This design comes from an exercise in tuning for small area, a short achievable clock period and few clock cycles per item on the open sky130 flow, not from production work. Where RTL was checked, it was by simulation tests only, not by an equivalence proof against the original. The RTL of runs 1 and 2 was laid out without a check of its function. Power and IR drop assume default switching activity.

**flow/config.mk**
```make
export PLATFORM = sky130hd
export DESIGN_NAME = MS_DMAC_AHBL
export DESIGN_NICKNAME = MS_DMAC_AHBL
export VERILOG_FILES = /design/flow/design.v
export SDC_FILE = /design/flow/constraint.sdc
export NUM_CORES = 4
export LEC_CHECK = 0
export ABC_CLOCK_PERIOD_IN_PS = 2000
export CAP_MARGIN = 20
export CORE_MARGIN = 2
export CORE_UTILIZATION = 40
export SETUP_SLACK_MARGIN = 4.7
export SLEW_MARGIN = 20
```
**flow/constraint.sdc**
```tcl
create_clock -name core_clock -period 7.0 [get_ports {HCLK}]
set_input_delay 1.4000 -clock core_clock [delete_from_list [all_inputs] [get_ports {HCLK}]]
set_output_delay 1.4000 -clock core_clock [all_outputs]
set_load 0.01 [all_outputs]
```
**flow/design.v**
```verilog
`timescale          1ns/1ps
`default_nettype    none
module MS_DMAC_AHBL (
    input   wire    HCLK,
    input   wire    HRESETn,
    output  wire    IRQ,
    input wire          HSEL,
    input wire [31:0]   HADDR,
    input wire [1:0]    HTRANS,
    input wire          HWRITE,
    input wire          HREADY,
    input wire [31:0]   HWDATA,
    input wire [2:0]    HSIZE,
    output wire         HREADYOUT,
    output wire [31:0]  HRDATA,
    output wire [31:0]  M_HADDR,
    output wire [1:0]   M_HTRANS,
    output wire [2:0] 	M_HSIZE,
    output wire         M_HWRITE,
    output wire [31:0]  M_HWDATA,
    input wire          M_HREADY,
    input wire [31:0]   M_HRDATA
);
    reg         wr_en;
    reg         s_ctrl, s_saddr, s_daddr, s_size, s_trig;
    always @(posedge HCLK or negedge HRESETn)
        if (~HRESETn) wr_en <= 1'b0;
        else wr_en <= HREADY & HSEL & HTRANS[1] & HWRITE & (HADDR[7:5] == 3'b000);
    always @(posedge HCLK) begin
        s_ctrl  <= (HADDR[4:2] == 3'd0);
        s_saddr <= (HADDR[4:2] == 3'd2);
        s_daddr <= (HADDR[4:2] == 3'd3);
        s_size  <= (HADDR[4:2] == 3'd4);
        s_trig  <= (HADDR[4:2] == 3'd5);
    end
    wire        trig_wr = wr_en & s_trig;
    reg [31:0]  CTRL_REG;
    reg [31:0]  SADDR_REG;
    reg [31:0]  DADDR_REG;
    reg [15:0]  SIZE_REG;
    wire [31:0] ctrl_nx  = (wr_en & s_ctrl)  ? HWDATA : CTRL_REG;
    wire [31:0] saddr_nx = (wr_en & s_saddr) ? HWDATA : SADDR_REG;
    wire [31:0] daddr_nx = (wr_en & s_daddr) ? HWDATA : DADDR_REG;
    wire [15:0] size_nx  = (wr_en & s_size)  ? HWDATA[15:0] : SIZE_REG;
    always @(posedge HCLK or negedge HRESETn)
        if (~HRESETn) begin
            CTRL_REG  <= 32'h0;
            SADDR_REG <= 32'h0;
            DADDR_REG <= 32'h0;
            SIZE_REG  <= 16'h0;
        end else begin
            CTRL_REG  <= ctrl_nx;
            SADDR_REG <= saddr_nx;
            DADDR_REG <= daddr_nx;
            SIZE_REG  <= size_nx;
        end
    wire        EN        = CTRL_REG[0];
    wire [1:0]  SRC_TYPE  = CTRL_REG[17:16];
    wire [2:0]  SRC_AI    = CTRL_REG[20:18];
    wire [1:0]  DEST_TYPE = CTRL_REG[25:24];
    wire [2:0]  DEST_AI   = CTRL_REG[28:26];
    reg         busy;        
    reg         done;        
    reg         htrans_q;    
    reg         hwrite_q;    
    reg [1:0]   hsize_q;
    reg         htrans_o;    
    reg         hwrite_o;
    reg [2:0]   step_q;      
    reg [15:0]  cntr;        
    reg [31:0]  haddr_q;     
    reg [31:0]  nxaddr_q;    
    reg [31:0]  rdata;
    wire        issue     = htrans_q & M_HREADY;
    wire        last      = (cntr == SIZE_REG);
    wire        start     = trig_wr & HWDATA[0] & EN & (SIZE_REG != 16'h0);
    wire        finish    = busy & EN & ~htrans_q & M_HREADY;
    reg         htrans_nx, hwrite_nx;
    always @* begin
        htrans_nx = htrans_q;
        hwrite_nx = hwrite_q;
        if (start) begin
            htrans_nx = 1'b1;
            hwrite_nx = 1'b0;
        end else if (issue) begin
            if (~hwrite_q) begin
                hwrite_nx = 1'b1;
            end else if (last) begin
                htrans_nx = 1'b0;
            end else begin
                hwrite_nx = 1'b0;
            end
        end
    end
    always @(posedge HCLK or negedge HRESETn)
        if (~HRESETn) begin
            htrans_q <= 1'b0;
            hwrite_q <= 1'b1;
            htrans_o <= 1'b0;
            hwrite_o <= 1'b1;
        end else begin
            htrans_q <= htrans_nx;
            hwrite_q <= hwrite_nx;
            htrans_o <= htrans_nx;
            hwrite_o <= hwrite_nx;
        end
    function [2:0] ai_step(input [2:0] ai);
        ai_step = (ai == 3'd4) ? 3'b100 :
                  (ai == 3'd2) ? 3'b010 :
                  (ai != 3'd0) ? 3'b001 : 3'b000;
    endfunction
    always @(posedge HCLK)
        if (~htrans_q | M_HREADY) begin
            hsize_q <= (htrans_q & ~hwrite_q) ? DEST_TYPE : SRC_TYPE;
            step_q  <= (htrans_q & ~hwrite_q) ? ai_step(DEST_AI) : ai_step(SRC_AI);
        end
    always @(posedge HCLK or negedge HRESETn)
        if (~HRESETn) cntr <= 16'h0;
        else if (issue & ~hwrite_q) cntr <= cntr + 16'h1;
        else if (issue & last) cntr <= 16'h0;
    wire [31:0] stepped = haddr_q + {29'h0, step_q};
    always @(posedge HCLK)
        if (~htrans_q) begin
            haddr_q  <= SADDR_REG;
            nxaddr_q <= DADDR_REG;
        end else if (M_HREADY) begin
            haddr_q  <= nxaddr_q;
            nxaddr_q <= stepped;
        end
    wire        half_from_word = (SRC_TYPE == 2'd2) & (DEST_TYPE == 2'd1);
    always @(posedge HCLK)
        if (htrans_q & hwrite_q) begin
            rdata[15:0]  <= M_HRDATA[15:0];
            rdata[31:16] <= half_from_word ? M_HRDATA[15:0] : M_HRDATA[31:16];
        end
    wire        busy_nx = trig_wr ? HWDATA[0] : (busy & ~finish);
    wire        done_nx = ~trig_wr & (done | finish);
    always @(posedge HCLK or negedge HRESETn)
        if (~HRESETn) begin
            busy <= 1'b0;
            done <= 1'b0;
        end else begin
            busy <= busy_nx;
            done <= done_nx;
        end
    reg [31:0]  hrdata_q;
    always @(posedge HCLK)
        case (HADDR[4:2])
            3'd0:    hrdata_q <= ctrl_nx;
            3'd1:    hrdata_q <= {31'h0, done_nx};
            3'd2:    hrdata_q <= saddr_nx;
            3'd3:    hrdata_q <= daddr_nx;
            3'd4:    hrdata_q <= {16'h0, size_nx};
            default: hrdata_q <= {31'h0, busy_nx};
        endcase
    assign IRQ       = done;
    assign HREADYOUT = 1'b1;
    assign HRDATA   = hrdata_q;
    assign M_HADDR  = haddr_q;
    assign M_HTRANS = {htrans_o, 1'b0};
    assign M_HWRITE = hwrite_o;
    assign M_HSIZE  = {1'b0, hsize_q};
    assign M_HWDATA = rdata;
endmodule
```
**flow/run.sh**
```bash
#!/bin/bash
# synth_recipe.tcl (not shown) runs the flow's synth.tcl, then flattens the netlist and writes it again
# the make line also repeats each setting of config.mk as NAME=value (left out here)
make -C /OpenROAD-flow-scripts/flow DESIGN_CONFIG=/design/flow/config.mk WORK_HOME=/design/flow/orfs CLKGATE_MAP_FILE= SYNTH_SCRIPT=/design/flow/synth_recipe.tcl finish
```
==> summary.md, run 1 <==
| Metric | Value |
|---|---|
| Port Buffers | 177 |
| Chip width | ~180 um |
| Power Density | roughly 230 nW/um^2 |
| Number of global-route vias before repair | 8,213 |
| Sequential share of power | 0.483 |
| Buf/Inv on CP | 1 |
| Die Area | between 30,000 and 40,000 um^2 |
| Number of synthesized flops with an enable pin | slightly above 100 |
| Post-DP HPWL | roughly 20,000 um |
| Antenna violations before repair | 1 |
| Slowest stage cell, crit path | dfstp_4 |
| Initial core utilization | 0.4038 |
| Slew Viols, Final | 0 |
| Top cells by count, synth | 149 x mux2_2, 132 x dfrtp_1, 101 x edfxtp_1 |
| Most frequent cell after synthesis | mux2_2 |
| VDD IR max | roughly 0.17 mV |
| I/O pin cnt | 211 |
| Worst setup margin | ~4300 ps |
| Tot Pwr | 3.661 mW |
| Top_reg_cell synth | dfrtp_1 |
| Crit Path Max Fanout | 2 |
| CTS tree | yes |
| Worst Skew | about 17 ps |
| Clock-pin slew on the worst setup and hold paths | 60 ps |
| Max-cap violations | 0 |
| Place WS | roughly 3000 ps |
| Fin. Hold Viols | 0 |
| Fmax | between 300 and 400 MHz |
| Hold slack | 494.7 ps |
| DIE HEIGHT | around 180 um |
| Number of synthesized register bits | around 270 |
| First-pass GRT wire length | just under 50,000 um |
| Netlist cell types | 54 |
| Skew-Pair Late Insertion Delay | ~550 ps |
| Hold Path Class | flop to flop |
| Final setup viols | 0 |
| Top cells by area, synth | dfrtp_1 28%, edfxtp_1 25%, mux2_2 14% |
| Slew HR | 0.4534 |
| Slew @ Worst Pin | a little over 800 ps |
| Detailed-route vias per instance | 5.235 |
| Placer Congestion | just under 0.8 |
| Worst setup path class | flop to output pin |
| Remaining Overflow, GRT | 0 |
| Number of core rows | 63 |
| DRC marker count from the first detailed-route iteration | between 400 and 500 |
| Gr usage total | 0.2093 |
| Delay-heaviest family, CP | flip-flops |
| Critical-path cell list | buf_6 |
| Async SR Flop Fraction | 0.4908 |
| YS warnings | 1 |
| H-tree level count | 1 |
| Final #Nets | between 1,000 and 1,500 |
| P_sw | about 0.85 mW |
| Mean Syn Cell Area | roughly 13 um^2 |
| Residual DRC | 0 |
| Share of cells above drive strength 1 | 0.3992 |
| Worst setup SP type | flop |
| Crit path DAT | between 1000 and 1500 ps |
| DRT Pass-1 Iters | 4 |
| Final critical-path share of the clock period | 0.3838 |
| Root buf cell | clkbuf_16 |
| Status | no timing/DRC/antenna violations |
| WP data required | about 5600 ps |
| Internal power | 2.811 mW |
| Layout Area Growth over Synthesis | 34.49% |
| Min Tclk post-route | ~2700 ps |
| Total core area | between 20,000 and 30,000 um^2 |
| Clk sinks | 271 |
| Largest net degree at the start of global routing | between 80 and 90 |
| CTS buffer count | 29 |
| Wire per inst | just over 20 um |
| Combinational share of power | 0.101 |
| Sum of negative setup slack | 0 ps |
| Sw Share | 0.2322 |
| Via count | 8,433 |
| Largest stage delay, worst path | roughly 640 ps |
| Synth top area share | 0.2775 |
| Sequential area share after synthesis | 0.5966 |
| Cell taking the most area after synthesis | dfrtp_1 |
| Final wirelength | 33,360 um |
| Worst setup EP type | output pin |
| Post-synthesis cell area | between 10,000 and 15,000 um^2 |
| Hold Buf Count CTS | 0 |
| Clock share of power | 0.416 |
| Syn Inst Count | 940 |
| Lkg Pwr | between 6 and 7 nW |
| RSZ-0062 raised after global routing | true |
| Final ANT Viol Nets | 0 |
| Clk buf depth | 3 |
## layout make-up
class	count	area [um^2]
Fill cell	2508	13470
Sequential cell	271	7134
Multi-Input combinational cell	592	4951
Timing Repair Buffer	272	2342
Clock buffer	44	882.1
Tap cell	390	488.0
Inverter	31	135.1
Clock inverter	9	71.32
Timing Repair inverter	1	5.005
Antenna cell	1	2.502
## layer usage
metal | global-route usage | share of wire | routed length [um]
met5 | 0 | 0 | 0
met4 | 0.05269 | 0.018 | 601
met3 | 0.03984 | 0.068 | 2263
met2 | 0.3262 | 0.45 | 15100
met1 | 0.3013 | 0.46 | 15400
## final timing paths
path / from / endpoint / slack [ps] / depth (start not counted)
max: hwrite_o / M_HWRITE / 4310 / 1
min: CTRL_REG[13] / CTRL_REG[13] / 490 / 1
max reg2reg: haddr_q[2] / nxaddr_q[18] / 4620 / 8
min reg2reg: CTRL_REG[13] / CTRL_REG[13] / 490 / 1
max in group asynchronous: HRESETn / CTRL_REG[15] / 5160 / 2
min in group asynchronous: HRESETn / SADDR_REG[29] / 900 / 1
## what timing repair did
| action | 4_1_cts | 5_1_grt |
|---|---|---|
| buffers inserted | 57 | 26 |
| setup endpoints to repair | 237 | 192 |
| cloned | 5 | 1 |
| pin swaps | 15 | 27 |
| resized for setup | 499 | 88 |
## sequential cells by signal, indices dropped and copies added, names as in the netlist, 2 cells and up
register and count:
CTRL_REG 32, hrdata_q 32, hsize_q 2, SIZE_REG 16, haddr_q 32, step_q 3, rdata 32, DADDR_REG 32
cntr 16, SADDR_REG 32, nxaddr_q 32
## through the flow
step                      cell area [um^2]  cells    util
after floorplan                      12000    941       -
after global placement               14070   1468  0.4771
after detailed placement             14070   1468  0.4771
after CTS                            15460   1583  0.5244
after global routing                 16010   1611  0.5431
final                                16010   1611  0.5431
## placed cells by master, fill, tap and decap left out, types with 11 or more instances in the layout
cell type	n
mux2_2	149
dfrtp_1	130
edfxtp_1	101
nand2_1	85
buf_4	71
clkdlybuf4s50_1	70
buf_2	69
buf_6	52
nor2_1	42
a21oi_1	39
mux2i_1	36
clkbuf_16	29
inv_1	27
xnor2_1	21
dfxtp_1	19
xor2_1	18
dfxtp_2	18
and2_1	17
o21ai_0	16
o2111ai_1	12
nand4_1	11
## logic make-up (layout without fill, tap and decap cells)
logic type / Yosys count / after routing / synth area share
flops: 271 / 271 / 0.5966
simple gates: 243 / 246 / 0.1058
mux: 187 / 187 / 0.1729
compound gates: 105 / 105 / 0.05644
buf+inv: 81 / 357 / 0.02785
xor+xnor: 46 / 46 / 0.03384
fa+ha+maj: 5 / 5 / 0.005886
other cells: 2 / 4 / 0.0006308
## power by group through the flow
| stage | clock [mW] | combinational (mW) | sequential [mW] |
|---|---|---|---|
| final | 1.52 | 0.368 | 1.77 |
| after global routing | 1.61 | 0.398 | 1.78 |
| after CTS | 1.55 | 0.341 | 1.77 |
| after detailed placement | 0 | 0.301 | 1.81 |
| after global placement | 0 | 0.300 | 1.81 |
| after floorplan | 0 | 0.137 | 1.80 |
==> run 2: changes to the inputs <==
--- a/flow/config.mk
+++ b/flow/config.mk
@@ -5,9 +5,9 @@
 export SDC_FILE = /design/flow/constraint.sdc
 export NUM_CORES = 4
 export LEC_CHECK = 0
-export ABC_CLOCK_PERIOD_IN_PS = 2000
+export ABC_CLOCK_PERIOD_IN_PS = 2500
 export CAP_MARGIN = 20
 export CORE_MARGIN = 2
 export CORE_UTILIZATION = 40
-export SETUP_SLACK_MARGIN = 4.7
+export SETUP_SLACK_MARGIN = 4.4
 export SLEW_MARGIN = 20
==> run 2 against run 1 <==
Still clean. Clock power barely moved. Clock skew fell by 2.1 ps. Synthesized cell count did not move. Fmax rose by 0.32%. Hold slack got worse by 3.7 ps. Critical endpoint unchanged. Highest routed layer unchanged. Die area did not move. Combinational power fell by about 10%. First-iteration DRC count fell by 1.7%.
==> summary.md, run 2 <==
| Metric | Value |
|---|---|
| Status | no timing/DRC/antenna violations |
| Post-DP HPWL | around 20,000 um |
| Final #Nets | around 1,300 |
| Top cells by count, synth | 149 x mux2_2, 132 x dfrtp_1, 101 x edfxtp_1 |
| Async SR Flop Fraction | 0.4908 |
| Skew-Pair Late Insertion Delay | between 500 and 600 ps |
| Remaining Overflow, GRT | 0 |
| First-pass GRT wire length | around 49,000 um |
| I/O pin cnt | ~210 |
| Slew Viols, Final | 0 |
| RSZ-0062 raised after global routing | true |
| Fin. Hold Viols | 0 |
| Place WS | ~3400 ps |
| CTS buffer count | 29 |
| Hold Path End | CTRL_REG[30] |
| Power Density | around 230 nW/um^2 |
| Clk buf depth | 3 |
| Die Area | around 31,000 um^2 |
| Max-cap violations | 0 |
| Design area | ~15,000 um^2 |
| Sequential cell area | 7111 um^2 |
| Fillers | about 2,600 |
| Most frequent cells in the layout | 149 x mux2_2, 131 x dfrtp_1, 101 x edfxtp_1 |
| Finished Core Util | 0.5241 |
| H-tree level count | 1 |
| Worst setup margin | 4322 ps |
| Ant diodes | 0 |
| Origin of the critical flop-to-flop path | haddr_q[11] |
| Reg2reg setup slack | about 4400 ps |
| Initial core utilization | 0.4038 |
| Residual DRC | 0 |
| Clock share of power | 0.416 |
| Number of synthesized flops with an enable pin | about 100 |
| Routed length on met2 | about 15,000 um |
| Area occupied by multi-input gates | around 4600 um^2 |
| Crit path DAT | 1280 ps |
| Chip width | ~180 um |
| Combinational share of power | 0.092 |
| Final wirelength | around 32,000 um |
| Lkg Pwr | roughly 6.4 nW |
| Worst Skew | 15.35 ps |
| Final setup viols | 0 |
| Delay-heaviest family, CP | flip-flops |
| Final ANT Viol Nets | 0 |
| YS warnings | 1 |
| Number of synthesized register bits | approximately 270 |
| Sum of negative setup slack | 0 ps |
| Slew @ Worst Pin | 1054 ps |
| Top_reg_cell synth | dfrtp_1 |
| Post-synthesis cell area | between 10,000 and 15,000 um^2 |
| Worst setup path class | flop to output pin |
| Largest net degree at the start of global routing | 88 |
| P_sw | just over 0.8 mW |
| Placer Congestion | between 0.7 and 0.8 |
| Min Tclk post-route | 2678 ps |
| Min-delay src | CTRL_REG[30] |
| Port Buffers | roughly 180 |
| Wire per inst | slightly above 20 um |
| Syn Inst Count | 940 |
| Largest stage delay, worst path | about 640 ps |
| Number of core rows | 63 |
| Buf/Inv on CP | 1 |
| Tot Pwr | 3.589 mW |
| Hold Path Class | flop to flop |
| Most common cell after layout, fill and taps aside | mux2_2 |
| Number of global-route vias before repair | a little over 8,000 |
| DRT Pass-1 Iters | 5 |
| Crit Path Max Fanout | 2 |
| Layout Area Growth over Synthesis | 29.78% |
| Slowest stage cell, crit path | dfstp_4 |
| DIE HEIGHT | 176.5 um |
| Mean Syn Cell Area | 12.67 um^2 |
| Fmax | around 370 MHz |
| Sequential area share after synthesis | 0.5966 |
| Placed Area | approximately 14,000 um^2 |
| Top cells by area, synth | dfrtp_1 28%, edfxtp_1 25%, mux2_2 14% |
| CTS tree | yes |
| Total core area | just under 30,000 um^2 |
| Share of cells above drive strength 1 | 0.2796 |
| Hold Path Stages | 1 |
| Worst setup EP type | output pin |
| Hold Buf Count CTS | 0 |
| Sw Share | 0.2270 |
| Reg2reg path depth | 7 |
| Max Used Layer | met4 |
| Sequential share of power | 0.491 |
| FF-to-FF End | nxaddr_q[25] |
| Met3 wire length | 2311 um |
| WL met1 | between 10,000 and 15,000 um |
| Gr usage total | 0.2050 |
| Most frequent cell after synthesis | mux2_2 |
| Via count | 8,211 |
| Antenna violations before repair | 0 |
| Final critical-path share of the clock period | 0.3826 |
| Slew HR | 0.2953 |
| Clk sinks | 271 |
| DRC marker count from the first detailed-route iteration | 475 |
| Worst setup SP type | flop |
| Internal power | between 2 and 3 mW |
| Synth top area share | 0.2775 |
| Clock-pin slew on the worst setup and hold paths | 60 ps |
| Netlist cell types | 54 |
| VDD IR max | 0.1683 mV |
| Critical-path cell list | buf_6 |
| Root buf cell | clkbuf_16 |
| Cell taking the most area after synthesis | dfrtp_1 |
| Detailed-route vias per instance | between 5 and 6 |
| WP data required | 5600 ps |
## run 2: cell types whose count changed in the layout (fill, tap and decap cells not counted), sizes merged, moves of 2 or more
| cell | delta |
|---|---|
| buf | -110 |
| inv | -2 |
| clkbuf | +18 |
| dlygate4sd2 | +37 |
| clkinv | -3 |
| clkdlybuf4s15 | +27 |
## run 2: worst reg2reg max path, cell delays in order, from the launching register on
cell      delay [ps]
edfxtp_1         360
buf_4            120
buf_4            140
nand4_4          290
or4_2            880
nor4_4           300
xnor2_1          150
a21oi_1           80
## run 2: final cells by class
cell class / count / area share
Timing Repair inverter: 1 / 0.0003239
Timing Repair Buffer: 237 / 0.1404
Tap cell: 390 / 0.03158
Multi-Input combinational cell: 591 / 0.2981
Clock buffer: 50 / 0.05992
Sequential cell: 271 / 0.4602
Clock inverter: 3 / 0.0009717
Inverter: 31 / 0.008503
## run 2: how the worst max path moves through the flow
stage                         from           end  slack [ps]  cells past startpoint
after global routing      hwrite_o      M_HWRITE        4290                      1
after global placement    HADDR[3]  hrdata_q[17]        3390                      6
after detailed placement  HADDR[4]   hrdata_q[0]        3370                      8
final                     hwrite_o      M_HWRITE        4320                      1
after floorplan           HADDR[2]  hrdata_q[10]        4420                      6
after CTS                 htrans_o   M_HTRANS[1]        4280                      1
## run 2: kinds of logic (layout without fill, tap and decap cells)
logic type | count (synthesis) | count (layout) | share of synthesized area
DFF | 271 | 271 | 0.5966
and+or+nand+nor | 243 | 245 | 0.1058
muxes | 187 | 187 | 0.1729
AOI/OAI and AO/OA | 105 | 105 | 0.05644
buffers and inverters | 81 | 322 | 0.02785
xor gates and xnor gates | 46 | 46 | 0.03384
adders and majority gates | 5 | 5 | 0.005886
other | 2 | 3 | 0.0006308
## run 2: power by group through the flow
stage               Sequential (mW)  Clock (mW)  Combinational (mW)
global placement               1.81           0               0.300
detailed placement             1.81           0               0.302
finish                         1.76        1.49               0.331
global route                   1.77        1.59               0.363
CTS                            1.76        1.53               0.328
floorplan                      1.80           0               0.133
## run 2: metrics by stage
step           hold slack, ps  cells
4_1_cts                 494.8   1567
3_3_place_gp            473.8   1470
6_report                490.9   1574
2_1_floorplan           440.5    941
5_1_grt                 502.4   1574
3_5_place_dp            480.7   1470
## run 2: what timing repair did
item                       in CTS  in global routing
gates cloned                    2                  3
setup buffers                  42                  4
setup endpoints to repair     220                128
pin swaps                       0                  2
resized for setup             234                 52
## run 2: metal layers
metal / global-route usage / vias to the layer above
met2: 0.3249 / 291
li1: - / 3852
met5: 0 / -
met1: 0.2968 / 4039
met4: 0.04029 / 0
met3: 0.03639 / 29
==> run 3: changes to the inputs <==
--- a/flow/design.v
+++ b/flow/design.v
@@ -97,12 +97,12 @@
             htrans_q <= 1'b0;
             hwrite_q <= 1'b1;
             htrans_o <= 1'b0;
-            hwrite_o <= 1'b1;
+            hwrite_o <= 1'b0;
         end else begin
             htrans_q <= htrans_nx;
             hwrite_q <= hwrite_nx;
             htrans_o <= htrans_nx;
-            hwrite_o <= hwrite_nx;
+            hwrite_o <= hwrite_nx & htrans_nx;
         end
     function [2:0] ai_step(input [2:0] ai);
         ai_step = (ai == 3'd4) ? 3'b100 :
==> run 3 against run 2 <==
Die area is 0.57% higher. Count of clock-buffer cells in the layout is 1 lower. Sequential share of layout area hardly changed. Area after synthesis is 0.59% higher. Routed wire length is 2.0% lower. Fmax is 0.73% higher. Clock power is 17% higher. Still clean on timing, DRC and antenna. Core utilization hardly changed. Critical path depth stayed put. Worst setup slack better by 19 ps.
==> summary.md, run 3 <==
| Metric | Value |
|---|---|
| FF-to-FF End | hrdata_q[18] |
| Total core area | 29,560 um^2 |
| CTS buffer count | 30 |
| Clock-pin slew on the worst setup and hold paths | ~60 ps |
| Synth top area share | 0.2779 |
| Hold Buf Count CTS | 0 |
| Remaining Overflow, GRT | 0 |
| Clk sinks | 272 |
| Reg2reg path depth | 6 |
| Worst setup path class | flop to output pin |
| Most frequent cell after synthesis | mux2_2 |
| Sequential area share after synthesis | 0.5952 |
| Largest family of logic cells by synthesized area | multiplexers |
| Sw Share | 0.2218 |
| Hold slack | just under 500 ps |
| Via count | 8,118 |
| Slew HR | 0.3033 |
| Setup crit end | M_HADDR[29] |
| Final setup viols | 0 |
| Layout Area Growth over Synthesis | 29.32% |
| RSZ-0062 raised after global routing | true |
| Most frequent cells in the layout | 150 x mux2_2, 132 x dfrtp_1, 101 x edfxtp_1 |
| Design area | 15,490 um^2 |
| CTS tree | yes |
| Crit Path Max Fanout | 3 |
| Fillers | approximately 2,600 |
| Hold Path Class | flop to flop |
| Worst setup SP type | flop |
| DRC marker count from the first detailed-route iteration | between 400 and 500 |
| Antenna violations before repair | 0 |
| Adder-cell share of the synthesized area | 0.005851 |
| Initial core utilization | 0.4051 |
| Final ANT Viol Nets | 0 |
| Wire per inst | around 20 um |
| Top cells by count, synth | 150 x mux2_2, 133 x dfrtp_1, 101 x edfxtp_1 |
| Netlist cell types | 61 |
| Sequential share of power | 0.462 |
| Combinational share of power | 0.084 |
| Detailed-route vias per instance | 5.201 |
| Reg2reg setup slack | 4470 ps |
| Delay-heaviest family, CP | flip-flops |
| Root buf cell | clkbuf_16 |
| Final wirelength | 31,360 um |
| Skew-Pair Late Insertion Delay | 550 ps |
| P_sw | ~0.85 mW |
| H-tree level count | 1 |
| Power Density | 247.8 nW/um^2 |
| First-pass GRT wire length | roughly 48,000 um |
| Status | no timing/DRC/antenna violations |
| Slew @ Worst Pin | roughly 1000 ps |
| Tot Pwr | 3.837 mW |
| Number of synthesized register bits | around 270 |
| Top_reg_cell synth | dfrtp_1 |
| Syn Inst Count | 931 |
| Gr usage total | 0.1985 |
| Max-cap violations | 0 |
| Number of global-route vias before repair | around 8,200 |
| Share of cells above drive strength 1 | 0.2869 |
| Place WS | 3184 ps |
| Fin. Hold Viols | 0 |
| Clock share of power | 0.454 |
| Slowest stage cell, crit path | edfxtp_1 |
| Clk buf depth | 3 |
| Ant diodes | 0 |
| Lkg Pwr | around 6.4 nW |
| Worst setup margin | 4341 ps |
| Compound-Gate Fraction of Synth Area | 0.06332 |
| Die Area | about 31,000 um^2 |
| Internal power | 2.986 mW |
| Residual DRC | 0 |
| Instance count on the critical path | 1 |
| Buf/Inv on CP | 1 |
| Placer Congestion | slightly above 0.8 |
| Placed Area | ~14,000 um^2 |
| YS warnings | 1 |
| Port Buffers | around 180 |
| DIE HEIGHT | around 180 um |
| Fmax | about 380 MHz |
| I/O pin cnt | between 200 and 250 |
| Origin of the critical flop-to-flop path | wr_en |
| Async SR Flop Fraction | 0.4926 |
| Critical-path cell list | buf_2 |
| Post-DP HPWL | 19,900 um |
| Worst Skew | ~9 ps |
| Number of core rows | 63 |
| Largest net degree at the start of global routing | 95 |
| Sum of negative setup slack | 0 ps |
| Cell taking the most area after synthesis | dfrtp_1 |
| VDD IR max | ~0.17 mV |
| Crit path DAT | around 1300 ps |
| Critical Path Start | haddr_q[29] |
| Final #Nets | around 1,300 |
| Mux share of post-synthesis cell area | 0.1686 |
| Largest stage delay, worst path | a little over 500 ps |
| Mean Syn Cell Area | 12.86 um^2 |
| Number of synthesized flops with an enable pin | about 100 |
| Final critical-path share of the clock period | 0.3798 |
| Most common cell after layout, fill and taps aside | mux2_2 |
| WP data required | 5600 ps |
| Worst setup EP type | output pin |
| DRT Pass-1 Iters | 7 |
| XOR/XNOR Fraction of Synth Area | 0.03573 |
| Post-synthesis cell area | between 10,000 and 15,000 um^2 |
| Chip width | around 180 um |
| Min Tclk post-route | 2659 ps |
| Slew Viols, Final | 0 |
| Top cells by area, synth | dfrtp_1 28%, edfxtp_1 25%, mux2_2 14% |
| Post-Synth Simple-Gate Area | 0.1042 |
## run 3: cell count changes after synthesis, moves of 10 or more
cell,previous run,this run
nand2_1,90,63
nor2b_1,2,18
o2111ai_1,15,0
o211ai_1,0,15
a22oi_1,1,15
and2_1,19,5
nand3_1,12,22
## run 3: cell families (layout without fill, tap and decap cells)
logic type,Yosys count,in the layout
DFF,272,272
adders and majority gates,5,5
xor gates and xnor gates,48,48
AOI/OAI and AO/OA,119,119
buffers and inverters,74,311
muxes,183,183
other,2,3
and+or+nand+nor,228,230
## run 3: cell type report
class | count | area [um^2] | area share
Multi-Input combinational cell | 588 | 4619 | 0.2983
Inverter | 25 | 101.3 | 0.006544
Clock buffer | 49 | 1017 | 0.06569
Clock inverter | 7 | 113.9 | 0.007352
Timing Repair Buffer | 230 | 2014 | 0.1301
Sequential cell | 272 | 7132 | 0.4605
Tap cell | 390 | 488.0 | 0.03151
## run 3: worst min path at each step
stage | startpoint | to | slack (ps) | cells after the start
after floorplan | s_trig | busy | 460 | 2
after global placement | CTRL_REG[23] | CTRL_REG[23] | 480 | 1
after detailed placement | CTRL_REG[7] | CTRL_REG[7] | 480 | 1
after CTS | s_trig | busy | 500 | 2
after global routing | CTRL_REG[23] | CTRL_REG[23] | 510 | 1
final | CTRL_REG[9] | CTRL_REG[9] | 500 | 1
## run 3: metal layers
| layer | global-route usage | routed length (um) |
|---|---|---|
| met3 | 0.02642 | 1689 |
| met2 | 0.3136 | 14400 |
| met5 | 0 | 0 |
| met4 | 0.03547 | 344 |
| met1 | 0.2949 | 14930 |
## run 3: power by group through the flow
| stage | clock network, mW | registers, mW | logic, mW |
|---|---|---|---|
| after floorplan | 0 | 1.80 | 0.144 |
| after global placement | 0 | 1.81 | 0.303 |
| after detailed placement | 0 | 1.81 | 0.306 |
| after CTS | 1.77 | 1.77 | 0.323 |
| after global routing | 1.84 | 1.78 | 0.353 |
| final | 1.74 | 1.77 | 0.322 |
## run 3: stage by stage
step	instances	utilization
floorplan	932	-
global placement	1459	0.4772
detailed placement	1459	0.4772
CTS	1555	0.5239
global route	1561	0.5239
finish	1561	0.5239
## run 3: timing repair
action	4_1_cts	5_1_grt
gates resized for setup	235	38
buffers inserted	39	5
cloned	1	1
setup endpoints to repair	252	142
pin swaps	1	0
Testbench counts of run 3, summed over its fixed seeds: cycles 18,508, items 5,221.
==> run 4: changes to the inputs <==
--- a/flow/config.mk
+++ b/flow/config.mk
@@ -9,5 +9,7 @@
 export CAP_MARGIN = 20
 export CORE_MARGIN = 2
 export CORE_UTILIZATION = 40
+export CTS_CLUSTER_DIAMETER = 100
+export CTS_CLUSTER_SIZE = 30
 export SETUP_SLACK_MARGIN = 4.4
 export SLEW_MARGIN = 20
==> run 4 against run 3 <==
Still clean on timing, DRC and antenna. Sequential share of layout area rose by 2.2 points. Flip-flop and latch count did not move. Via count fell by 0.91%. Worst setup slack improved by 48 ps. Critical path type unchanged. Largest power group unchanged.
==> summary.md, run 4 <==
| Metric | Value |
|---|---|
| Status | no timing/DRC/antenna violations |
| Critical Path Start | haddr_q[29] |
| Number of core rows | between 60 and 70 |
| Delay-heaviest family, CP | flip-flops |
| Slew @ Worst Pin | roughly 1000 ps |
| Cell taking the most area after synthesis | dfrtp_1 |
| Number of global-route vias before repair | roughly 7,900 |
| Post-DP HPWL | 19,900 um |
| Clock-pin slew on the worst setup and hold paths | approximately 110 ps |
| Share of cells above drive strength 1 | 0.2564 |
| Skew-Pair Late Insertion Delay | 500 ps |
| Final critical-path share of the clock period | 0.3729 |
| Final wirelength | ~31,000 um |
| Sequential area share after synthesis | 0.5952 |
| Fin. Hold Viols | 0 |
| Antenna violations before repair | 0 |
| First-pass GRT wire length | 46,710 um |
| Async SR Flop Fraction | 0.4926 |
| Min Tclk post-route | roughly 2600 ps |
| Finished Core Util | 0.4996 |
| Worst setup EP type | output pin |
| Total core area | between 20,000 and 30,000 um^2 |
| H-tree level count | 1 |
| Ant diodes | 0 |
| Reg2reg setup slack | 4540 ps |
| Post-synthesis cell area | around 12,000 um^2 |
| Die Area | about 31,000 um^2 |
| Clk sinks | 272 |
| Buf/Inv on CP | 1 |
| Max-cap violations | 0 |
| Wire per inst | 20.26 um |
| DRC marker count from the first detailed-route iteration | between 500 and 600 |
| Top_reg_cell synth | dfrtp_1 |
| Worst setup path class | flop to output pin |
| Root buf cell | clkbuf_16 |
| Post-Layout Cell Count | ~1,500 |
| Crit path DAT | around 1200 ps |
| Setup crit end | M_HADDR[29] |
| Final setup viols | 0 |
| Detailed-route vias per instance | around 5.3 |
| Initial core utilization | 0.4051 |
| Hold Path Class | flop to flop |
| Largest net degree at the start of global routing | 95 |
| Top cells by count, synth | 150 x mux2_2, 133 x dfrtp_1, 101 x edfxtp_1 |
| Worst Skew | around 18 ps |
| DIE HEIGHT | 177.0 um |
| FF-to-FF End | nxaddr_q[14] |
| Chip width | between 150 and 200 um |
| Via count | about 8,000 |
| DRT Pass-1 Iters | 4 |
| Clk buf depth | 3 |
| Slowest stage cell, crit path | edfxtp_1 |
| Origin of the critical flop-to-flop path | haddr_q[0] |
| Most common cell after layout, fill and taps aside | mux2_2 |
| Layout Area Growth over Synthesis | 23.33% |
| Min-delay src | CTRL_REG[21] |
| Lkg Pwr | between 6 and 7 nW |
| Synth top area share | 0.2779 |
| Power Density | slightly above 200 nW/um^2 |
| Crit Path Max Fanout | 3 |
| Number of synthesized register bits | about 270 |
| Largest stage delay, worst path | around 520 ps |
| Tot Pwr | approximately 3.0 mW |
| Final ANT Viol Nets | 0 |
| Mean Syn Cell Area | 12.86 um^2 |
| Slew HR | 0.3018 |
| CTS buffer count | 13 |
| RSZ-0062 raised after global routing | true |
| Worst setup SP type | flop |
| Hold Buf Count CTS | 0 |
| VDD IR max | 0.1313 mV |
| Remaining Overflow, GRT | 0 |
| Placer Congestion | 0.8078 |
| Slew Viols, Final | 0 |
| Sum of negative setup slack | 0 ps |
| CTS tree | yes |
| Instance count on the critical path | 1 |
| Most frequent cells in the layout | 150 x mux2_2, 132 x dfrtp_1, 101 x edfxtp_1 |
| Final #Nets | 1,245 |
| I/O pin cnt | approximately 210 |
| Netlist cell types | 61 |
| Reg2reg path depth | 8 |
| Top cells by area, synth | dfrtp_1 28%, edfxtp_1 25%, mux2_2 14% |
| YS warnings | 1 |
| WP data required | roughly 5600 ps |
| DP Cell Count | between 1,000 and 1,500 |
| Fmax | around 380 MHz |
| Gr usage total | 0.1937 |
| Critical-path cell list | buf_2 |
| Syn Inst Count | ~930 |
| Residual DRC | 0 |
| Most frequent cell after synthesis | mux2_2 |
| Number of synthesized flops with an enable pin | just over 100 |
| Port Buffers | around 180 |
-- run 4: cell counts after synthesis --
Identical to the previous run, type by type.
-- run 4: power by group --
group	leakage, nW	internal (mW)	switching, mW	total [mW]
sequential	2.93	1.72	0.0452	1.77
combinational	2.99	0.161	0.163	0.324
clock	0.183	0.361	0.526	0.888
total	6.10	2.25	0.735	2.98
-- run 4: worst min path at each step --
stage | slack [ps] | endpoint | cells past startpoint
5_1_grt | 520 | CTRL_REG[23] | 1
2_1_floorplan | 460 | busy | 2
3_5_place_dp | 480 | CTRL_REG[7] | 1
6_report | 510 | CTRL_REG[21] | 1
3_3_place_gp | 480 | CTRL_REG[23] | 1
4_1_cts | 510 | busy | 2
-- run 4: timing repair --
action	4_1_cts	5_1_grt
resized for setup	171	44
setup buffers	40	7
cloned	0	2
pin swaps	1	1
endpoints found under the setup margin	254	153
endpoints found under the hold margin	0	0
-- run 4: logic make-up after synthesis --
group	count (synthesis)	synth area share
mux	183	0.1686
fa+ha+maj	5	0.005851
compound gates	119	0.06332
buf+inv	74	0.02643
xor+xnor	48	0.03573
simple gates	228	0.1042
flops	272	0.5952
other cells	2	0.0006271
-- run 4: area by class of cell --
class,count,area [um^2]
Clock buffer,18,344.1
Clock inverter,3,31.28
Fill cell,2727,14790
Inverter,25,101.3
Multi-Input combinational cell,588,4628
Sequential cell,272,7132
Tap cell,390,488.0
Timing Repair Buffer,233,2044
-- run 4: routing by layer --
metal | global-route usage | up-vias | share of wire | routed length (um)
li1 | - | 3764 | - | -
met1 | 0.2937 | 4051 | 0.48 | 15000
met2 | 0.3059 | 213 | 0.46 | 14120
met3 | 0.02169 | 16 | 0.053 | 1644
met4 | 0.02652 | 0 | 0.0069 | 213
met5 | 0 | - | 0 | 0
-- run 4: per-stage QoR --
step,worst slack [ps],instance area [um^2],hold slack (ps)
after floorplan,4435,11990,455.7
after global placement,3190,14110,476.5
after detailed placement,3184,14110,483.3
after CTS,4385,14740,505.6
after global routing,4340,14770,521.7
final,4389,14770,506.4
==> run 5: changes to the inputs <==
--- a/flow/config.mk
+++ b/flow/config.mk
@@ -9,7 +9,7 @@
 export CAP_MARGIN = 20
 export CORE_MARGIN = 2
 export CORE_UTILIZATION = 40
-export CTS_CLUSTER_DIAMETER = 100
-export CTS_CLUSTER_SIZE = 30
+export CTS_CLUSTER_DIAMETER = 80
+export CTS_CLUSTER_SIZE = 20
 export SETUP_SLACK_MARGIN = 4.4
 export SLEW_MARGIN = 20
==> run 5 against run 4 <==
Cell area grew 0.50%. Combinational power shrank 1%. Sequential power is essentially flat. Worst setup slack gained 3.5 ps. Clock skew shrank 0.64 ps. Critical endpoint unchanged. Largest power group unchanged.
==> summary.md, run 5 <==
| Metric | Value |
|---|---|
| Most frequent cells in the layout | 150 x mux2_2, 132 x dfrtp_1, 101 x edfxtp_1 |
| Share of cells above drive strength 1 | 0.2465 |
| Buf/Inv on CP | 1 |
| Hold slack | between 500 and 600 ps |
| Delay-heaviest family, CP | flip-flops |
| Chip width | 177.0 um |
| Clock-pin slew on the worst setup and hold paths | about 80 ps |
| Max-cap violations | 0 |
| I/O pin cnt | approximately 210 |
| Hold Path Class | flop to flop |
| H-tree level count | 1 |
| Die Area | 31,340 um^2 |
| Async SR Flop Fraction | 0.4926 |
| Number of synthesized flops with an enable pin | between 100 and 150 |
| Critical Path Start | haddr_q[29] |
| First-pass GRT wire length | approximately 47,000 um |
| Slew @ Worst Pin | between 1000 and 1500 ps |
| Internal power | 2.361 mW |
| Final wirelength | 30,530 um |
| Wire per inst | 19.95 um |
| Top cells by area, synth | dfrtp_1 28%, edfxtp_1 25%, mux2_2 14% |
| Sw Share | 0.2372 |
| Layout Area Growth over Synthesis | 23.95% |
| Sequential area share after synthesis | 0.5952 |
| Residual DRC | 0 |
| VDD IR max | approximately 0.16 mV |
| Total core area | 29,560 um^2 |
| WP data required | between 5000 and 6000 ps |
| YS warnings | 1 |
| Skew-Pair Late Insertion Delay | approximately 500 ps |
| Final ANT Viol Nets | 0 |
| Fin. Hold Viols | 0 |
| Post-synthesis cell area | 11,980 um^2 |
| Number of core rows | 63 |
| Reg2reg setup slack | 4490 ps |
| Gr usage total | 0.1939 |
| Combinational share of power | 0.103 |
| Min Tclk post-route | 2607 ps |
| Status | no timing/DRC/antenna violations |
| Netlist cell types | between 60 and 70 |
| DRC marker count from the first detailed-route iteration | 501 |
| Top cells by count, synth | 150 x mux2_2, 133 x dfrtp_1, 101 x edfxtp_1 |
| Worst setup SP type | flop |
| Worst setup path class | flop to output pin |
| Lkg Pwr | slightly above 6 nW |
| Port Buffers | ~180 |
| Initial core utilization | 0.4051 |
| Clk sinks | 272 |
| Remaining Overflow, GRT | 0 |
| Sequential share of power | 0.572 |
| Crit path DAT | about 1200 ps |
| Clk buf depth | 3 |
| Final #Nets | approximately 1,200 |
| Ant diodes | 0 |
| Final critical-path share of the clock period | 0.3724 |
| Top_reg_cell synth | dfrtp_1 |
| Sum of negative setup slack | 0 ps |
| Crit Path Max Fanout | 3 |
| Final setup viols | 0 |
| Slew HR | 0.3049 |
| Power Density | between 200 and 250 nW/um^2 |
| DIE HEIGHT | around 180 um |
| Slowest stage cell, crit path | edfxtp_1 |
| DRT Pass-1 Iters | 5 |
| Post-DP HPWL | a little under 20,000 um |
| Cell taking the most area after synthesis | dfrtp_1 |
| Detailed-route vias per instance | between 5 and 6 |
| Worst Skew | ~18 ps |
| Largest net degree at the start of global routing | between 90 and 100 |
| Placer Congestion | between 0.8 and 0.9 |
| Syn Inst Count | 931 |
| Via count | 8,019 |
| Root buf cell | clkbuf_16 |
| Worst setup EP type | output pin |
| Min-delay src | CTRL_REG[21] |
| Most frequent cell after synthesis | mux2_2 |
| Critical-path cell list | buf_2 |
| Most common cell after layout, fill and taps aside | mux2_2 |
| Synth top area share | 0.2779 |
| RSZ-0062 raised after global routing | true |
| Hold Buf Count CTS | 0 |
| Antenna violations before repair | 0 |
| CTS buffer count | 17 |
| Mean Syn Cell Area | around 13 um^2 |
| Number of global-route vias before repair | about 8,000 |
| Origin of the critical flop-to-flop path | wr_en |
| Clock share of power | 0.325 |
| Number of synthesized register bits | between 200 and 300 |
| Fillers | 2,718 |
| P_sw | around 0.73 mW |
| Fmax | 383.6 MHz |
| Largest stage delay, worst path | between 500 and 600 ps |
| Slew Viols, Final | 0 |
| CTS tree | yes |
-- run 5: cell counts after synthesis --
No cell type changed its count.
-- run 5: worst paths after layout --
kind	cells past startpoint	end
worst max-delay path	1	M_HADDR[29]
worst min-delay path	1	CTRL_REG[21]
worst max register to register	6	hrdata_q[18]
worst min register to register	1	CTRL_REG[21]
max in group asynchronous	2	CTRL_REG[17]
min in group asynchronous	1	DADDR_REG[11]
-- run 5: layout make-up --
cell class | count | area [um^2] | share of cell area
Inverter | 25 | 101.3 | 0.006828
Clock buffer | 27 | 483.0 | 0.03254
Timing Repair Buffer | 227 | 2021 | 0.1361
Sequential cell | 272 | 7132 | 0.4805
Clock inverter | 2 | 8.758 | 0.0005901
Tap cell | 390 | 488.0 | 0.03288
Multi-Input combinational cell | 587 | 4609 | 0.3105
-- run 5: cell families after synthesis --
group | Yosys count | synth area share
xor gates and xnor gates | 48 | 0.03573
adders and majority gates | 5 | 0.005851
DFF | 272 | 0.5952
buffers and inverters | 74 | 0.02643
AOI/OAI and AO/OA | 119 | 0.06332
and+or+nand+nor | 228 | 0.1042
other | 2 | 0.0006271
muxes | 183 | 0.1686
-- run 5: power by group through the flow --
stage	Sequential [mW]	Clock, mW	Combinational [mW]
final	1.77	1.01	0.320
after global routing	1.78	1.10	0.351
after CTS	1.77	1.03	0.320
after detailed placement	1.81	0	0.306
after global placement	1.81	0	0.303
after floorplan	1.80	0	0.144
-- run 5: what timing repair did --
| item | 4_1_cts | 5_1_grt |
|---|---|---|
| cloned | 0 | 1 |
| buffers inserted | 39 | 2 |
| setup endpoints to repair | 253 | 141 |
| hold endpoints to repair | 0 | 0 |
| pin swaps | 1 | 0 |
| resized for setup | 173 | 27 |
-- run 5: metrics by stage --
step                        util  total power, mW  instance area [um^2]  setup slack (ps)  std cells
after floorplan                -            1.946                 11990              4435        932
after CTS                 0.5021            3.124                 14840              4384       1527
after global placement    0.4772            2.114                 14110              3190       1459
after detailed placement  0.4772            2.119                 14110              3184       1459
after global routing      0.5021            3.225                 14840              4337       1530
final                     0.5021            3.095                 14840              4393       1530
-- run 5: layer usage --
metal,global-route usage,routed length [um],up-vias
met4,0.03168,308,0
met5,0,0,-
met1,0.2899,14450,4015
li1,-,-,3762
met2,0.3082,14130,221
met3,0.02255,1637,21
==> run 6: changes to the inputs <==
==> flow/flow/run.sh (new file) <==
#!/bin/bash
# The standard layout, with the port buffers built from the smallest buffer
# (buf_1) instead of the resizer's default pick; the resizer may still upsize
# them where timing needs it. make's output goes to flow_make.log here.
set -euo pipefail
export BUFFER_PORTS_ARGS="-buffer_cell sky130_fd_sc_hd__buf_1"
bash standard.sh > flow_make.log 2>&1
==> flow/standard.sh (new file) <==
#!/bin/bash
# synth_recipe.tcl (not shown) runs the flow's synth.tcl, then flattens the netlist and writes it again
# the make line also repeats each setting of config.mk as NAME=value (left out here)
make -C /OpenROAD-flow-scripts/flow DESIGN_CONFIG=/design/flow/config.mk WORK_HOME=/design/flow/orfs CLKGATE_MAP_FILE= SYNTH_SCRIPT=/design/flow/synth_recipe.tcl "${@:-finish}"
--- a/flow/config.mk
+++ b/flow/config.mk
@@ -8,8 +8,9 @@
 export ABC_CLOCK_PERIOD_IN_PS = 2500
 export CAP_MARGIN = 20
 export CORE_MARGIN = 2
-export CORE_UTILIZATION = 40
+export CORE_UTILIZATION = 65
 export CTS_CLUSTER_DIAMETER = 80
 export CTS_CLUSTER_SIZE = 20
+export PLACE_DENSITY = 0.75
 export SETUP_SLACK_MARGIN = 4.4
 export SLEW_MARGIN = 20
removed: flow/run.sh
==> run 6 against run 5 <==
Still clean on timing, DRC and antenna. Synthesized cell count did not move. Clock skew fell by 1.6 ps. Critical path type unchanged. Combinational power fell by about 20%. Core utilization rose by 24 points. Hold slack got worse by 8.2 ps. Sequential share of layout area rose by 5.0 points. Die area fell by 38%. Cell count fell by 12%. Critical path depth did not move. Non-clock buffer count fell by 27. Total power fell by 1.2%.
==> summary.md, run 6 <==
| Metric | Value |
|---|---|
| Status | no timing/DRC/antenna violations |
| Sw Share | 0.2322 |
| Syn Inst Count | ~930 |
| Tot Pwr | about 3.1 mW |
| Gr usage total | 0.2836 |
| Port Buffers | around 180 |
| Die Area | roughly 20,000 um^2 |
| Number of global-route vias before repair | approximately 8,000 |
| Crit path DAT | 1190 ps |
| Reg2reg path depth | 6 |
| Min Tclk post-route | 2591 ps |
| Max-cap violations | 0 |
| Design area | around 13,000 um^2 |
| First-pass GRT wire length | roughly 44,000 um |
| Antenna violations before repair | 0 |
| Post-Layout Cell Count | between 1,000 and 1,500 |
| Largest net degree at the start of global routing | 80 |
| Initial core utilization | 0.6644 |
| DRT Pass-1 Iters | 5 |
| Crit Path Max Fanout | 3 |
| Total core area | 18,020 um^2 |
| Wire per inst | 20.66 um |
| Slew Viols, Final | 0 |
| Hold slack | 493.3 ps |
| Final setup viols | 0 |
| Slew @ Worst Pin | roughly 1000 ps |
| Netlist cell types | 61 |
| Sequential share of power | 0.581 |
| Cell taking the most area after synthesis | dfrtp_1 |
| DIE HEIGHT | ~140 um |
| Skew-Pair Late Insertion Delay | about 490 ps |
| Fillers | 1,273 |
| Share of cells above drive strength 1 | 0.2007 |
| Placed Area | ~13,000 um^2 |
| Placer Congestion | 0.8325 |
| Lkg Pwr | about 5.3 nW |
| Layout Area Growth over Synthesis | 12.33% |
| I/O pin cnt | between 200 and 250 |
| YS warnings | 1 |
| Worst setup EP type | output pin |
| Power Density | roughly 230 nW/um^2 |
| WP data required | between 5000 and 6000 ps |
| FF-to-FF End | hrdata_q[27] |
| Most common cell after layout, fill and taps aside | buf_1 |
| XOR/XNOR Fraction of Synth Area | 0.03573 |
| Root buf cell | clkbuf_16 |
| Post-DP HPWL | ~19,000 um |
| Final critical-path share of the clock period | 0.3701 |
| Top_reg_cell synth | dfrtp_1 |
| Most frequent cell after synthesis | mux2_2 |
| Largest stage delay, worst path | 520 ps |
| P_sw | roughly 0.71 mW |
| Fmax | just under 400 MHz |
| Clk sinks | 272 |
| Critical-path cell list | buf_1 |
| Synth top area share | 0.2779 |
| H-tree level count | 1 |
| Most frequent cells in the layout | 175 x buf_1, 150 x mux2_2, 132 x dfrtp_1 |
| Hold Path Class | flop to flop |
| Top cells by area, synth | dfrtp_1 28%, edfxtp_1 25%, mux2_2 14% |
| Largest family of logic cells by synthesized area | multiplexers |
| Internal power | approximately 2.3 mW |
| Number of synthesized register bits | around 270 |
| Mean Syn Cell Area | 12.86 um^2 |
| Final #Nets | roughly 1,200 |
| Clock share of power | 0.335 |
| Sum of negative setup slack | 0 ps |
| Worst setup SP type | flop |
| CTS buffer count | 17 |
| Clk buf depth | 3 |
| Number of synthesized flops with an enable pin | 101 |
| Via count | 8,023 |
| Clock-pin slew on the worst setup and hold paths | ~80 ps |
| Final ANT Viol Nets | 0 |
| RSZ-0062 raised after global routing | true |
| Origin of the critical flop-to-flop path | wr_en |
| DP Cell Count | 1,300 |
| Sequential area share after synthesis | 0.5952 |
| Setup crit end | M_HADDR[22] |
| Slowest stage cell, crit path | edfxtp_1 |
| Async SR Flop Fraction | 0.4926 |
| Ant diodes | 0 |
| VDD IR max | 0.2377 mV |
| Post-Synth Simple-Gate Area | 0.1042 |
| Adder-cell share of the synthesized area | 0.005851 |
| Combinational share of power | 0.084 |
| Final wirelength | ~28,000 um |
| Top cells by count, synth | 150 x mux2_2, 133 x dfrtp_1, 101 x edfxtp_1 |
| Delay-heaviest family, CP | flip-flops |
| Worst Skew | between 15 and 20 ps |
| Remaining Overflow, GRT | 0 |
| Instance count on the critical path | 1 |
| Worst setup path class | flop to output pin |
| CTS tree | yes |
| DRC marker count from the first detailed-route iteration | about 620 |
| Buf/Inv on CP | 1 |
| Post-synthesis cell area | around 12,000 um^2 |
| Mux share of post-synthesis cell area | 0.1686 |
| Compound-Gate Fraction of Synth Area | 0.06332 |
| Reg2reg setup slack | 4530 ps |
| Residual DRC | 0 |
| Number of core rows | 49 |
| Slew HR | 0.3231 |
| Fin. Hold Viols | 0 |
| Detailed-route vias per instance | 5.987 |
| Critical Path Start | haddr_q[22] |
| Chip width | between 100 and 150 um |
[run 6: cell counts after synthesis]
Identical to the previous run, type by type.
[run 6: how the worst min path moves through the flow]
stage | cells after the start | to | from
global placement | 1 | CTRL_REG[21] | CTRL_REG[21]
detailed placement | 1 | CTRL_REG[14] | CTRL_REG[14]
CTS | 2 | busy | s_trig
floorplan | 2 | busy | s_trig
global route | 1 | CTRL_REG[10] | CTRL_REG[10]
finish | 2 | busy | s_trig
[run 6: area by class of cell]
cell class | instances | area [um^2] | share of cell area
Clock inverter | 1 | 30.03 | 0.002232
Inverter | 25 | 97.59 | 0.007255
Timing Repair Buffer | 200 | 854.6 | 0.06353
Tap cell | 229 | 286.5 | 0.02130
Clock buffer | 27 | 484.2 | 0.03600
Multi-Input combinational cell | 586 | 4567 | 0.3395
Sequential cell | 272 | 7132 | 0.5302
[run 6: tightest hold or removal path: stages, from the launching register on]
cell and delay, ps:
dfxtp_1 310, nand3_1 70, nand2_1 70
[run 6: power by group through the flow]
stage,combinational (mW),clock (mW),sequential [mW]
2_1_floorplan,0.144,0,1.80
3_3_place_gp,0.240,0,1.81
3_5_place_dp,0.246,0,1.81
4_1_cts,0.252,1.04,1.78
5_1_grt,0.283,1.09,1.78
6_report,0.256,1.03,1.78
[run 6: kinds of logic after synthesis]
family                     Yosys count
AOI/OAI and AO/OA                  119
xor gates and xnor gates            48
adders and majority gates            5
buffers and inverters               74
DFF                                272
muxes                              183
other                                2
and+or+nand+nor                    228
[run 6: what timing repair did]
action                     in CTS  in global routing
buffers inserted                4                  8
setup endpoints to repair      57                 24
hold buffers                    0                  0
pin swaps                       1                  0
gates resized for setup         3                  4
[run 6: metal layers]
layer,routed length (um),vias up,global-route usage
met4,399,0,0.04684
li1,-,3709,-
met2,13310,276,0.4652
met1,12190,4016,0.4166
met3,1801,22,0.04026
met5,0,-,0
[run 6: per-stage QoR]
| stage | setup slack [ps] | util |
|---|---|---|
| after floorplan | 4435 | - |
| after global placement | 3686 | 0.7107 |
| after detailed placement | 3600 | 0.7107 |
| after CTS | 4396 | 0.7416 |
| after global routing | 4373 | 0.7463 |
| final | 4409 | 0.7463 |
==> run 7: changes to the inputs <==
--- a/flow/config.mk
+++ b/flow/config.mk
@@ -8,9 +8,8 @@
 export ABC_CLOCK_PERIOD_IN_PS = 2500
 export CAP_MARGIN = 20
 export CORE_MARGIN = 2
-export CORE_UTILIZATION = 65
+export CORE_UTILIZATION = 40
 export CTS_CLUSTER_DIAMETER = 80
 export CTS_CLUSTER_SIZE = 20
-export PLACE_DENSITY = 0.75
 export SETUP_SLACK_MARGIN = 4.4
 export SLEW_MARGIN = 20
==> run 7 against run 6 <==
Still clean on timing, DRC and antenna. First-iteration DRC count fell by 35%. Cell area up 2.6%. Area after synthesis unchanged. Clock skew is 3.0 ps lower. Hold slack improved by 10 ps. Combinational power increased by 4%. Sequential power hardly changed. Synthesized cell count stayed put. Cell count grew 13%. Routed wire length is 7.5% higher. Register-to-register slack better by 110 ps. Sequential share of layout area down 1.4 points.
==> summary.md, run 7 <==
| Metric | Value |
|---|---|
| Post-DP HPWL | between 15,000 and 20,000 um |
| Sequential area share after synthesis | 0.5952 |
| DRT Pass-1 Iters | 5 |
| Compound-Gate Fraction of Synth Area | 0.06332 |
| Initial core utilization | 0.4051 |
| Most frequent cell after synthesis | mux2_2 |
| Top cells by area, synth | dfrtp_1 28%, edfxtp_1 25%, mux2_2 14% |
| Fmax | approximately 390 MHz |
| Detailed-route vias per instance | approximately 5.2 |
| Syn Inst Count | between 900 and 1,000 |
| Number of global-route vias before repair | slightly below 8,000 |
| FF-to-FF End | nxaddr_q[27] |
| Antenna violations before repair | 1 |
| Instance count on the critical path | 1 |
| Number of synthesized flops with an enable pin | between 100 and 150 |
| Buf/Inv on CP | 1 |
| Final critical-path share of the clock period | 0.3680 |
| Top_reg_cell synth | dfrtp_1 |
| RSZ-0062 raised after global routing | true |
| Mean Syn Cell Area | 12.86 um^2 |
| Synth top area share | 0.2779 |
| Crit path DAT | 1180 ps |
| Netlist cell types | a little over 60 |
| Cell taking the most area after synthesis | dfrtp_1 |
| XOR/XNOR Fraction of Synth Area | 0.03573 |
| Critical-path cell list | buf_1 |
| Layout Area Growth over Synthesis | 15.28% |
| Worst setup path class | flop to output pin |
| Final ANT Viol Nets | 0 |
| Origin of the critical flop-to-flop path | haddr_q[2] |
| Residual DRC | 0 |
| WP data required | 5600 ps |
| I/O pin cnt | 211 |
| Max-cap violations | 0 |
| Final #Nets | between 1,000 and 1,500 |
| Clk buf depth | 3 |
| CTS buffer count | 17 |
| Chip width | roughly 180 um |
| CTS tree | yes |
| Share of cells above drive strength 1 | 0.2207 |
| Largest net degree at the start of global routing | between 70 and 80 |
| Adder-cell share of the synthesized area | 0.005851 |
| Largest family of logic cells by synthesized area | multiplexers |
| Sum of negative setup slack | 0 ps |
| Min-delay src | CTRL_REG[22] |
| Async SR Flop Fraction | 0.4926 |
| Top cells by count, synth | 150 x mux2_2, 133 x dfrtp_1, 101 x edfxtp_1 |
| Post-synthesis cell area | between 10,000 and 15,000 um^2 |
| Combinational share of power | 0.088 |
| Most frequent cells in the layout | 168 x buf_1, 150 x mux2_2, 132 x dfrtp_1 |
| Clk sinks | around 270 |
| Tot Pwr | just over 3 mW |
| Reg2reg path depth | 6 |
| Min Tclk post-route | around 2600 ps |
| Most common cell after layout, fill and taps aside | buf_1 |
| Mux share of post-synthesis cell area | 0.1686 |
| Clock-pin slew on the worst setup and hold paths | approximately 90 ps |
| Placer Congestion | 0.8374 |
| VDD IR max | approximately 0.12 mV |
| Worst setup EP type | output pin |
| Gr usage total | 0.1899 |
| Worst Skew | about 13 ps |
| Wire per inst | 19.59 um |
| YS warnings | 1 |
| DRC marker count from the first detailed-route iteration | around 410 |
| Sequential share of power | 0.582 |
| Slowest stage cell, crit path | edfxtp_1 |
| Fin. Hold Viols | 0 |
| Delay-heaviest family, CP | flip-flops |
| Post-Synth Simple-Gate Area | 0.1042 |
| Number of synthesized register bits | approximately 270 |
| Largest stage delay, worst path | 490 ps |
| Sw Share | 0.2415 |
| Fillers | around 2,800 |
| DIE HEIGHT | around 180 um |
| Remaining Overflow, GRT | 0 |
| Crit Path Max Fanout | 3 |
| H-tree level count | 1 |
| Lkg Pwr | roughly 5.4 nW |
| Status | no timing/DRC/antenna violations |
| Hold Path Class | flop to flop |
| Number of core rows | 63 |
| P_sw | roughly 0.74 mW |
| Via count | 7,882 |
| Reg2reg setup slack | 4640 ps |
| First-pass GRT wire length | between 40,000 and 50,000 um |
| Slew @ Worst Pin | about 1100 ps |
| Die Area | ~31,000 um^2 |
| Final wirelength | just under 30,000 um |
| Slew HR | 0.2951 |
| Setup crit end | M_HADDR[22] |
| Skew-Pair Late Insertion Delay | roughly 500 ps |
| Port Buffers | about 180 |
| Root buf cell | clkbuf_16 |
| Total core area | ~30,000 um^2 |
| Hold Buf Count CTS | 0 |
| Clock share of power | 0.330 |
| Final setup viols | 0 |
| Worst setup SP type | flop |
| Critical Path Start | haddr_q[22] |
| Slew Viols, Final | 0 |
| Power Density | approximately 220 nW/um^2 |
| Internal power | roughly 2.3 mW |
run 7: cell counts after synthesis:
No cell type changed its count.
run 7: metal layers:
layer,vias to the layer above,track usage,part of all wire
met5,-,0,0
met3,29,0.03200,0.054
li1,3731,-,-
met4,0,0.04236,0.017
met2,190,0.2988,0.45
met1,3932,0.2754,0.48
run 7: power by group through the flow:
stage | Combinational, mW | Clock [mW] | Sequential, mW
2_1_floorplan | 0.144 | 0 | 1.80
3_3_place_gp | 0.243 | 0 | 1.81
3_5_place_dp | 0.247 | 0 | 1.81
4_1_cts | 0.260 | 1.04 | 1.77
5_1_grt | 0.296 | 1.09 | 1.78
6_report | 0.267 | 1.00 | 1.77
run 7: worst min-delay path by stage:
| stage | to | slack, ps | cells past startpoint |
|---|---|---|---|
| floorplan | busy | 460 | 2 |
| global placement | CTRL_REG[23] | 480 | 1 |
| detailed placement | CTRL_REG[9] | 480 | 1 |
| CTS | CTRL_REG[9] | 500 | 1 |
| global route | CTRL_REG[3] | 510 | 1 |
| finish | CTRL_REG[22] | 500 | 1 |
run 7: what timing repair did:
item                       in CTS  in global routing
pin swaps                       1                  1
buffers inserted               12                 16
setup endpoints to repair     134                 43
gates cloned                    1                  0
resized for setup               9                 12
run 7: cell families after synthesis:
kind of cell / after synthesis
buffers and inverters: 74
muxes: 183
other: 2
AOI/OAI and AO/OA: 119
and+or+nand+nor: 228
DFF: 272
adders and majority gates: 5
xor gates and xnor gates: 48
run 7: area by class of cell:
type                    count  area, um^2  area share
diodes                      1       2.502   0.0001813
clock buffers              28       476.7     0.03453
clock inverters             1       8.758   0.0006345
inverters                  25       101.3    0.007342
multi-input cells         587        4593      0.3327
flip-flops and latches    272        7132      0.5166
well taps                 390       488.0     0.03535
repair buffers            215        1002     0.07260
run 7: through the flow:
step | util | hold slack [ps] | instance area (um^2) | instances | setup WS (ps)
2_1_floorplan | - | 455.7 | 11990 | 932 | 4435
3_3_place_gp | 0.4401 | 476.4 | 13010 | 1460 | 3607
3_5_place_dp | 0.4401 | 483.8 | 13010 | 1460 | 3535
4_1_cts | 0.4612 | 503.6 | 13630 | 1502 | 4353
5_1_grt | 0.4669 | 512.2 | 13800 | 1518 | 4386
6_report | 0.4670 | 503.3 | 13800 | 1519 | 4424
==> run 8: changes to the inputs <==
--- a/flow/config.mk
+++ b/flow/config.mk
@@ -5,7 +5,7 @@
 export SDC_FILE = /design/flow/constraint.sdc
 export NUM_CORES = 4
 export LEC_CHECK = 0
-export ABC_CLOCK_PERIOD_IN_PS = 2500
+export ABC_CLOCK_PERIOD_IN_PS = 5000
 export CAP_MARGIN = 20
 export CORE_MARGIN = 2
 export CORE_UTILIZATION = 40
==> run 8 against run 7 <==
Hold slack is the same. Routed wire length is the same. Clock power is essentially flat. Global-route usage is the same. Cell area is the same. Area after synthesis is the same. Sequential power is essentially flat. Flip-flop and latch count is the same. Critical path depth is the same. Cell count is the same. Total power is the same. Core utilization is the same. Highest routed layer unchanged.
==> summary.md, run 8 <==
| Metric | Value |
|---|---|
| Status | no timing/DRC/antenna violations |
| Buf/Inv on CP | 1 |
| Root buf cell | clkbuf_16 |
| Number of synthesized register bits | between 200 and 300 |
| Antenna violations before repair | 1 |
| Fmax | between 300 and 400 MHz |
| Most common cell after layout, fill and taps aside | buf_1 |
| Slew Viols, Final | 0 |
| Lkg Pwr | 5.423 nW |
| Post-DP HPWL | 19,780 um |
| Die Area | between 30,000 and 40,000 um^2 |
| Fillers | 2,754 |
| Number of global-route vias before repair | just under 8,000 |
| Netlist cell types | a little over 60 |
| Final critical-path share of the clock period | 0.3680 |
| Clock-pin slew on the worst setup and hold paths | ~90 ps |
| Largest stage delay, worst path | 490 ps |
| Post-Layout Cell Count | around 1,500 |
| Worst setup path class | flop to output pin |
| DIE HEIGHT | approximately 180 um |
| Max-cap violations | 0 |
| Sequential area share after synthesis | 0.5952 |
| Crit Path Max Fanout | 3 |
| Slew @ Worst Pin | 1055 ps |
| Post-synthesis cell area | roughly 12,000 um^2 |
| Top_reg_cell synth | dfrtp_1 |
| Hold Buf Count CTS | 0 |
| Via count | 7,882 |
| Worst setup EP type | output pin |
| Remaining Overflow, GRT | 0 |
| DRT Pass-1 Iters | 5 |
| Final #Nets | 1,230 |
| Skew-Pair Late Insertion Delay | about 510 ps |
| Port Buffers | about 180 |
| Initial core utilization | 0.4051 |
| RSZ-0062 raised after global routing | true |
| Largest net degree at the start of global routing | 75 |
| Wire per inst | ~20 um |
| Final setup viols | 0 |
| Gr usage total | 0.1899 |
| Slowest stage cell, crit path | edfxtp_1 |
| Sum of negative setup slack | 0 ps |
| Syn Inst Count | just over 900 |
| Detailed-route vias per instance | 5.189 |
| Clk buf depth | 3 |
| Min Tclk post-route | 2576 ps |
| Placer Congestion | around 0.84 |
| Synth top area share | 0.2779 |
| Total core area | ~30,000 um^2 |
| H-tree level count | 1 |
| Final ANT Viol Nets | 0 |
| I/O pin cnt | about 210 |
| Chip width | ~180 um |
| Hold Path Class | flop to flop |
| Power Density | about 220 nW/um^2 |
| Number of synthesized flops with an enable pin | ~100 |
| Share of cells above drive strength 1 | 0.2207 |
| Crit path DAT | roughly 1200 ps |
| Number of core rows | 63 |
| Most frequent cell after synthesis | mux2_2 |
| Worst setup SP type | flop |
| DP Cell Count | ~1,500 |
| Most frequent cells in the layout | 168 x buf_1, 150 x mux2_2, 132 x dfrtp_1 |
| Tot Pwr | 3.044 mW |
| Layout Area Growth over Synthesis | 15.28% |
| Cell taking the most area after synthesis | dfrtp_1 |
| First-pass GRT wire length | about 46,000 um |
| Clk sinks | ~270 |
| Top cells by area, synth | dfrtp_1 28%, edfxtp_1 25%, mux2_2 14% |
| Critical-path cell list | buf_1 |
| WP data required | between 5000 and 6000 ps |
| CTS tree | yes |
| Mean Syn Cell Area | 12.86 um^2 |
| DRC marker count from the first detailed-route iteration | a little over 400 |
| Worst Skew | roughly 13 ps |
| Async SR Flop Fraction | 0.4926 |
| VDD IR max | 0.1215 mV |
| Final wirelength | between 20,000 and 30,000 um |
| CTS buffer count | 17 |
| Fin. Hold Viols | 0 |
| Slew HR | 0.2951 |
| Delay-heaviest family, CP | flip-flops |
| YS warnings | 1 |
| Top cells by count, synth | 150 x mux2_2, 133 x dfrtp_1, 101 x edfxtp_1 |
| Residual DRC | 0 |
## run 8: cell counts in the layout (fill, tap and decap cells not counted)
No cell type changed its count.
## run 8: final timing paths
path                         startpoint            end  slack [ps]  depth (start not counted)
hold / removal             CTRL_REG[22]   CTRL_REG[22]         500                          1
setup reg to reg             haddr_q[2]   nxaddr_q[27]        4640                          6
max in group asynchronous       HRESETn  SADDR_REG[25]        4980                          2
setup / recovery            haddr_q[22]    M_HADDR[22]        4420                          1
min in group asynchronous       HRESETn   SADDR_REG[9]         830                          1
hold reg to reg            CTRL_REG[22]   CTRL_REG[22]         500                          1
## run 8: cells by family after synthesis
| family | after synthesis | synth area share |
|---|---|---|
| compound gates | 119 | 0.06332 |
| xor+xnor | 48 | 0.03573 |
| fa+ha+maj | 5 | 0.005851 |
| buf+inv | 74 | 0.02643 |
| flops | 272 | 0.5952 |
| mux | 183 | 0.1686 |
| other cells | 2 | 0.0006271 |
| simple gates | 228 | 0.1042 |
## run 8: where the power goes
part | switching (mW) | leakage (nW) | total (mW) | internal [mW]
clock network | 0.533 | 0.233 | 1.00 | 0.471
logic | 0.153 | 2.26 | 0.267 | 0.114
registers | 0.0483 | 2.93 | 1.77 | 1.72
total | 0.735 | 5.42 | 3.04 | 2.31
## run 8: stage by stage
stage | hold WS, ps | util | instance area (um^2) | setup WS, ps
finish | 503.3 | 0.4670 | 13800 | 4424
global route | 512.2 | 0.4669 | 13800 | 4386
CTS | 503.6 | 0.4612 | 13630 | 4353
detailed placement | 483.8 | 0.4401 | 13010 | 3535
global placement | 476.4 | 0.4401 | 13010 | 3607
floorplan | 455.7 | - | 11990 | 4435
## run 8: timing repair
item | 4_1_cts | 5_1_grt
gates resized for setup | 9 | 12
setup endpoints to repair | 134 | 43
endpoints found under the hold margin | 0 | 0
setup buffers | 12 | 16
pin swaps | 1 | 1
gates cloned | 1 | 0
## run 8: cell type report
class                   count  area [um^2]  share of cell area
flip-flops and latches    272         7132              0.5166
multi-input cells         587         4593              0.3327
repair buffers            215         1002             0.07260
well taps                 390        488.0             0.03535
clock buffers              28        476.7             0.03453
inverters                  25        101.3            0.007342
clock inverters             1        8.758           0.0006345
diodes                      1        2.502           0.0001813
## run 8: routing by layer
layer	wire length (um)	vias to the layer above	track usage
met1	14360	3932	0.2754
met5	0	-	0
met4	511	0	0.04236
met2	13280	190	0.2988
li1	-	3731	-
met3	1602	29	0.03200

Check on run 8: ideal ports give 4.424 ns setup slack; a clkbuf_16 on the clock port and buf_2 on the inputs give 4.372 ns; moving port delays by the midpoint clock arrival (0.552 ns) as well gives 3.972 ns.
